Background: an optimization exercise with open tools, aiming at small area, a short achievable clock period and few clock cycles. Do not read the settings as production practice. No functional check of the RTL was part of any run shown here.

==> flow/design.v (outline; a module is shown in full before it is edited, if it fits) <==
// module fxp_smul: 12 lines
// module cordic: 3296 lines
module cordic(i_clk, i_rst, i_en, o_vld, o_cosine, o_sine, i_theta);
  // ...
==> flow/flow/run.sh <==
#!/bin/bash
# The standard layout (standard.sh), with timing repair aiming for extra setup slack.
set -euo pipefail
export SETUP_SLACK_MARGIN=6.6
bash standard.sh > standard.log 2>&1
==> flow/standard.sh <==
#!/bin/bash
# synth_recipe.tcl (not shown) runs the flow's synth.tcl, then flattens the netlist and writes it again
# the make line also repeats each setting of config.mk as NAME=value (left out here)
make -C /OpenROAD-flow-scripts/flow DESIGN_CONFIG=/design/flow/config.mk WORK_HOME=/design/flow/orfs CLKGATE_MAP_FILE= SYNTH_SCRIPT=/design/flow/synth_recipe.tcl "${@:-finish}"
==> flow/config.mk <==
export PLATFORM = sky130hd
export DESIGN_NAME = cordic
export DESIGN_NICKNAME = cordic
export VERILOG_FILES = /design/flow/design.v
export SDC_FILE = /design/flow/constraint.sdc
export NUM_CORES = 4
export LEC_CHECK = 0
export CAP_MARGIN = 20
export CORE_MARGIN = 2
export CORE_UTILIZATION = 40
export CTS_BUF_LIST = sky130_fd_sc_hd__clkbuf_16
export CTS_CLUSTER_DIAMETER = 100
export CTS_CLUSTER_SIZE = 25
export SLEW_MARGIN = 20
export SYNTH_MEMORY_MAX_BITS = 16384
==> flow/constraint.sdc <==
create_clock -name core_clock -period 10.0 [get_ports {i_clk}]
set_input_delay 2.0000 -clock core_clock [delete_from_list [all_inputs] [get_ports {i_clk}]]
set_output_delay 2.0000 -clock core_clock [all_outputs]
set_load 0.01 [all_outputs]
==> results.toml, run 1 <==
[worst_setup_path]
critPathCaptureType = "output port"
slowest_delay_ns = 0.37
crit_buf_inv = 2
cp-endpoint = "o_sine[23]"
required_ns = 8.00

[cts]
cts.sinks = 1373
post_cts_buffers = 5
cts_buffers = 68

[detailed_routing]
first_pass_iters = 9
wl_met2_um = 76900
ant_nets = 0

[final_layout]
clkCellAreaFrac = 0.0245
seq_area_um2 = 27500
bufAreaShareNonClock = 0.0128
largestClassByArea = "multi-input gates"
sh_seq_area = 0.343
nets = 8751

[yosys]
ys_ff_latch = 1373
synth_top_area_frac = 0.369
yosysTopAreaCell = "dfxtp_1"
syn_inst = 7984
synthFlopType = "dfxtp_1"

[hold_path]
hold-path-cell-count = 0
min_from = "n29_q22"

[sta]
drv_slew = 0
final.min_clock_period_ns = 3.32

[grt]
grt_use_met3 = 0.0172

[floorplan]
core_area_um2 = 185000
ios = 76

[run_status]
status = "complete, no violations"
==> run 2: changes to the inputs <==
==> flow/flow/run.sh (replaced) <==
#!/bin/bash
# The standard layout (standard.sh), with timing repair aiming for extra setup slack.
set -euo pipefail
export SETUP_SLACK_MARGIN=6.8
bash standard.sh > standard.log 2>&1
==> run 2 against run 1 <==
  * Final area up 1.3%
  * Synthesized cell count unchanged
  * Worst setup slack lost 0.0061 ns
  * Die area is the same
  * Critical path depth is the same
  * Area after synthesis stayed put
==> results.toml, run 2 <==
[grt]
grt_pass1_wl_um = 260000
track_usage = 0.162
grt-ovfl-total = 0
antenna_found_initial = 2
grt_max_degree = 70
grt_pass1_vias = 52042

[detailed_routing]
first_pass_iters = 5
ant_nets = 0
wirelength_um = 158000
drc = 0
drt-vias-per-instance = 5.04
initialDrtViolationCount = 2646
wl_per_cell_um = 15.0
dr_total_vias = 52999

[yosys]
yosysTopAreaCell = "dfxtp_1"
synth_area_leaders = "dfxtp_1, xnor2_1, ha_1"
synth_compound_area_frac = 0.125
syn_nets = 8773
synth_edf_count = 0
syn_inst = 7984
synth_top_family_by_area = "XOR/XNOR gates"
ys_warn_count = 1
synth_commonest_cells = "dfxtp_1, xnor2_1, ha_1"
yosysMostFrequentCell = "dfxtp_1"
synthFlopType = "dfxtp_1"
synth-adder-area-share = 0.143
synthMuxAreaShare = 0.0139
ys_ff_latch = 1373
syn_area_per_cell_um2 = 9.34
synth-seq-area-share = 0.369
synth-xor-area-share = 0.175
synth_area_um2 = 74600
synth_top_area_frac = 0.369
async_flop_share = 0
ys_types = 99
yosys.area_share.simple = 0.135

[final_layout]
final_design_area_no_fill_um2 = 81400
post-route-util = 0.439
layout_commonest_cell = "dfxtp_1"
syn_to_final_growth_pct = 9.09
largest_reg_flops = 30
top_register = "vld"
reg_top3 = "vld (30), bx_q29 (24), by_q29 (24)"
drive_above_1_share = 0.0629
layout.cells.non_filler = 10506
nets = 8791
layout_common_cells = "dfxtp_1, xnor2_1, ha_1"

[placement]
place_inst = 10358
place_congestion = 0.854
dp_hpwl_um = 123000
port_buffers = 75
placed_cell_area_um2 = 78000

[hold_path]
min_from = "n29_q21"
holdCritPathClass = "flop to flop"

[cts]
htree_levels = 3
cts.root.buffer_cell = "clkbuf_16"
cts_buffer_depth = 3
cts_buffers = 69
clkTransAtPathRegs_ns = 0.09
cts_tree = "yes"
clk_latency_ns = 0.73
cts.sinks = 1373

[floorplan]
core_area_um2 = 185000
dieArea_um2 = 190000
initial_core_util = 0.402
die_w_um = 436
ios = 76
die_h_um = 436
placement_rows = 158

[sta]
drv_slew = 0
final.min_clock_period_ns = 3.33
final-hold-violation-count = 0
skew_ns = 0.0360
finalSetupViolCount = 0
worst_pin_slew_ns = 0.937
relSlewSlack = 0.373
fin_crit_sh = 0.333
fmaxAchievable_ghz = 0.301
finalSetupTns_ns = 0
rsz0062_at_grt = "yes"

[worst_setup_path]
slowest_delay_ns = 0.39
path_cells = "buf_6 -> buf_6"
required_ns = 8.00
critPathCaptureType = "output port"
r2r_slack_ns = 6.76
worstPathArrival_ns = 1.33
cp-startpoint = "qy_q30[32]"
crit_fanout = 6
crit_path_top_delay_cell = "dfxtp_4"
cp-endpoint = "o_sine[19]"
r2r_cells = 14
criticalPathCategory = "flop to output port"
crit_path_frequent_cell = "buf_6"
r2r_start = "x22_q20[0]"
cp-start-kind = "flop"
crit-reg2reg-capture = "x23_q21[17]"

[flow_run]
maxCapViolCount = 0

[run_status]
status = "complete, no violations"
[run 2: timing repair]
action,CTS,global route
pin swaps,15,44
setup endpoints to repair,116,250
hold buffers,0,0
gates cloned,0,0
setup buffers,25,28
gates resized for setup,257,200
[run 2: cell families (layout without fill, tap and decap cells)]
logic type,count (synthesis),in the layout
flops,1373,1373
fa+ha+maj,762,762
other cells,0,1
mux,99,99
compound gates,1443,1443
buf+inv,775,816
xor+xnor,1487,1487
simple gates,2045,2045
[run 2: worst min-delay path by stage]
stage | endpoint | slack, ns | cells past startpoint
after floorplan | n0_q3 | 0.31 | 0
after global placement | phi6_q9[3] | 0.31 | 0
after detailed placement | n22_q19 | 0.31 | 0
after CTS | n29_q22 | 0.31 | 0
after global routing | phi8_q13[7] | 0.32 | 0
final | n29_q22 | 0.31 | 0
[run 2: area by class of cell]
cell class | instances | area [µm²]
fill | 18043 | 104000
multi-input combinational | 5836 | 45100
sequential | 1373 | 27600
tap | 2480 | 3100
inverter | 561 | 2110
clock buffer | 70 | 1750
timing repair buffer | 161 | 1340
clock inverter | 24 | 367
antenna | 1 | 2.50
[run 2: worst max-delay path, delay by kind of cell, from the launching register on]
family	cells	cell delay [ns]
flops	1	0.39
buf+inv	2	0.23
[run 2: through the flow]
| stage | setup slack [ns] | hold WS, ns |
|---|---|---|
| CTS | 6.55 | 0.308 |
| floorplan | 6.80 | 0.310 |
| global route | 6.55 | 0.321 |
| finish | 6.67 | 0.313 |
| global placement | 6.25 | 0.310 |
| detailed placement | 6.18 | 0.312 |
[run 2: metal layers]
layer  global-route usage  up-vias  part of all wire
met5                    0        -                 0
met4               0.0441        0             0.025
met3               0.0171      200             0.026
met2                0.295      727              0.50
met1                0.203    24922              0.45
li1                     -    27150                 -

[separate check: timing with driven ports]
No port has a modelled driver above. Below, the same layouts with a new extraction and two added sets of constraints.
Step 1, drivers: a clkbuf_16 drives i_clk and a buf_2 each remaining input, both assumed.
Step 2 adds t to the input delays and takes it off the output delays; t is the mean of the earliest and latest rising clock arrival at the registers after step 1. Input paths then give back, and output paths get back, about the clock's delay inside the block.
Three values: ideal ports, drivers, drivers and shift; two values: the first two.
run	t (ns)	slack for setup (ns)	worst data-port slew with drivers (ns)
run 1	0.777	6.678 / 6.599 / 6.650	0.03
run 2	0.795	6.672 / 6.595 / 6.617	0.05
After both steps every run listed still meets setup and hold. The setup slack of run 2, which loses most, moves by -0.077 ns with the drivers and by -0.055 ns with both steps.
